From an optimization exercise on the open Yosys and OpenROAD flow, aimed at small area, a short achievable clock period and few clock cycles per item; shortcuts taken in it are not production practice.
Where RTL was checked, it was by simulation tests only, not by an equivalence proof against the original.

Design top, start of the top module:
module top(
input clk,
input rst,
input  [31:0] b_rdata,
output [31:0] b_wdata,
output [31:0] addr,
output [3:0] we,
output en,
output rstout
    );
wire       ld_a;
wire [3:0] l;
wire       sel01, sel02;
assign rstout = ~rst;
processor po(
        .clk(clk),
        .ld_a(ld_a),
        .l(l),
        .sel01(sel01),
        .sel02(sel02),
        .b_rdata(b_rdata),
        .b_wdata(b_wdata)
    );
controller co(
        .clk(clk),
        .rst(rst),
        .b_rdata(b_rdata),
        .addr(addr),
        .we(we),
        .en(en),
        .ld_a(ld_a),
        .l(l),
        .sel01(sel01),
        .sel02(sel02)
    );
endmodule
clock: 6.0 ns
lec_check: 0
cap_margin: 20
core_margin: 2
core_utilization: 40
setup_slack_margin: 3.1
slew_margin: 20
standard.sh (not shown) runs the stock make flow with config.mk's settings and CLKGATE_MAP_FILE= SYNTH_SCRIPT=/design/flow/synth_recipe.tcl, a recipe that flattens the netlist after the stock synthesis.
==> flow/flow/run.sh <==
#!/bin/bash
set -e
export BUFFER_PORTS_ARGS="-buffer_cell sky130_fd_sc_hd__buf_2"
bash standard.sh > standard.log 2>&1
Testbench counts at the start, summed over its fixed seeds: cycles 8,960, items 960.
==> next run, changes <==
--- a/flow/design.v
+++ b/flow/design.v
@@ -1,29 +1,37 @@
 module processor(
 input   clk,
 input   ld_a,
 input   [3:0] l,
-input   sel01,
-input   sel02,
+input   [3:0] wb,
 input   [31:0] b_rdata,
 output  [31:0] b_wdata
     );
 reg [31:0] w1;
-always @(posedge clk) if (ld_a) w1 <= b_rdata;
+wire [6:0] rm;
+always @(posedge clk) begin
+    if (ld_a) w1 <= b_rdata;
+    else begin
+        if (wb[0]) w1[6:0]   <= rm;
+        if (wb[1]) w1[13:7]  <= rm;
+        if (wb[2]) w1[20:14] <= rm;
+        if (wb[3]) w1[27:21] <= rm;
+    end
+end
 wire [63:0] p = {b_rdata, w1};
 wire [6:0] a0 = p[6:0],   a1 = p[13:7],  a2 = p[20:14], a3 = p[27:21];
 wire [6:0] b0 = p[34:28], b1 = p[41:35], b2 = p[48:42], b3 = p[55:49];
 wire [4:0] op = p[60:56];
 wire is_add = op[0], is_sub = op[1], is_mul = op[2], is_tra = op[3], is_det = op[4];
 wire is_as = is_add | is_sub;
-reg det_r;
-always @(posedge clk) det_r <= b_rdata[28];
-wire det0 = det_r & l[0];
+wire sel01 = l[0] | l[1];
+wire sel02 = l[0] | l[2];
+wire det0 = is_det & l[0];
 wire [6:0] ma = sel01 ? a0 : a2;
 wire [6:0] mb = sel01 ? a1 : a3;
 wire [6:0] max3 = ma + {ma[5:0], 1'b0};
 wire [6:0] mbx3 = mb + {mb[5:0], 1'b0};
 wire [6:0] na2 = ~a2 + 7'd1;
 wire [6:0] da = det0 ? a3 : (sel02 ? b0 : b1);
 wire [6:0] db = det0 ? na2 : (sel02 ? b2 : b3);
 wire mulen = is_mul | det0;
 wire adda = is_as & sel02;
@@ -182,39 +190,36 @@
 assign u_c35 = (u_s3 & u_c20) | (u_s3 & u_s21) | (u_c20 & u_s21);
 assign u_s36 = u_s7 ^ u_c22 ^ u_s23;
 assign u_c37 = (u_s7 & u_c22) | (u_s7 & u_s23) | (u_c22 & u_s23);
 assign u_s38 = u_s11 ^ u_c24 ^ u_s25;
 assign u_c39 = (u_s11 & u_c24) | (u_s11 & u_s25) | (u_c24 & u_s25);
 assign u_s40 = u_s14 ^ u_c26 ^ u_s27;
 wire [6:0] ra = {u_c39, u_c37, u_c35, u_c33, u_c31, u_c29, u_s15};
 wire [6:0] rb = {u_s40, u_s38, u_s36, u_s34, u_s32, u_s30, u_s28};
 wire [6:0] r = ra + rb;
-reg [27:0] res;
-always @(posedge clk) res <= {r[6] & ~s1_det, r[5:0], res[27:7]};
-assign b_wdata = {4'd0, res[20:14], res[27:21], res[6:0], res[13:7]};
+assign rm = {r[6] & ~s1_det, r[5:0]};
+assign b_wdata = {4'd0, w1[27:0]};
 endmodule
 module controller(
 input clk,
 input rst,                
 input  [31:0] b_rdata,
 output [31:0] addr,
 output [3:0] we,
 output en,
 output ld_a,
 output [3:0] l,
-output sel01,
-output sel02
+output [3:0] wb
     );
 reg r1, r2, c0, c1, c2, c3, c4, wr;
 reg [1:0] k;
 reg [3:0] widx;     
 reg       en_q, we_q;
-reg       s01, s02;    
 wire f    = ~(r1 | r2 | c0 | c1 | c2 | c3 | c4 | wr);
 wire done = k[1] & k[0];
 wire n_r1 = f & ~done;
 wire n_r2 = r1 & b_rdata[31];
 wire [1:0] n_k = wr ? k + 2'd1 : k;
 wire n_f  = ~(n_r1 | n_r2 | r2 | c0 | c1 | c2 | c3 | c4);
 reg [3:0] n_widx;
 always @(*) begin
     case (k)
@@ -232,72 +237,65 @@
         c1 <= 1'b0;
         c2 <= 1'b0;
         c3 <= 1'b0;
         c4 <= 1'b0;
         wr <= 1'b0;
         k  <= 2'd0;
         widx <= 4'd0;
         en_q <= 1'b1;
         we_q <= 1'b0;
-        s01  <= 1'b0;
-        s02  <= 1'b0;
     end else begin
         r1 <= n_r1;
         r2 <= n_r2;
         c0 <= r2;
         c1 <= c0;
         c2 <= c1;
         c3 <= c2;
         c4 <= c3;
         wr <= c4;
         k  <= n_k;
         widx <= n_widx;
         en_q <= (n_f & ~(n_k[1] & n_k[0])) | n_r1 | n_r2 | c4;
         we_q <= c4;
-        s01  <= r2 | c0;
-        s02  <= c0 | c2;
     end
 end
 assign en   = en_q;
 assign we   = {4{we_q}};
 assign addr = {26'd0, widx, 2'b00};
 assign ld_a = r2;
-assign l    = {c2, c3, c0, c1};
-assign sel01 = s01;
-assign sel02 = s02;
+assign l    = {c3, c2, c1, c0};
+assign wb   = {c4, c3, c2, c1};
 endmodule
 module top(
 input clk,
 input rst,
 input  [31:0] b_rdata,
 output [31:0] b_wdata,
 output [31:0] addr,
 output [3:0] we,
 output en,
 output rstout
     );
 wire       ld_a;
 wire [3:0] l;
-wire       sel01, sel02;
+wire [3:0] wb;
 assign rstout = ~rst;
 processor po(
         .clk(clk),
         .ld_a(ld_a),
         .l(l),
-        .sel01(sel01),
-        .sel02(sel02),
+        .wb(wb),
         .b_rdata(b_rdata),
         .b_wdata(b_wdata)
     );
 controller co(
         .clk(clk),
         .rst(rst),
         .b_rdata(b_rdata),
         .addr(addr),
         .we(we),
         .en(en),
         .ld_a(ld_a),
         .l(l),
-        .sel01(sel01),
-        .sel02(sel02)
+        .wb(wb)
     );
 endmodule
Clock skew went down by 0.0038 ns. Maximum frequency went down by 16%. Die area went down by 2.8%. Count of clock-buffer cells in the layout went down by 16.
No functional check of the RTL was part of the second run of this note.

## port drivers added, routing unchanged
Ports are ideal in the flow. The routed layouts listed here were re-timed in OpenROAD.
Step 1 assumes that a clkbuf_16 drives the clock port and a buf_2 every other input.
Step 2 moves the port delays by t, midway between the first and last clock arrival at a register: inputs arrive t later, outputs are due t later. That takes back most of the time a late clock gives input paths.
Three values: ideal ports, drivers, drivers and shift; two values: the first two.
run	t, ns	setup WS [ns]	worst hold slack (ns)	clock arrival spread, ns	worst data-port slew with drivers (ns)
the first run	0.452	3.238 / 3.209 / 2.957	0.342 / 0.342 / 0.342	0.013 / 0.013	0.04
the second run	0.381	2.724 / 2.724 / 2.595	0.453 / 0.453 / 0.453	0.008 / 0.008	0.03
After both steps every run listed still meets setup and hold. The setup slack of the first run, which loses most, moves by -0.029 ns with the drivers and by -0.281 ns with both steps.
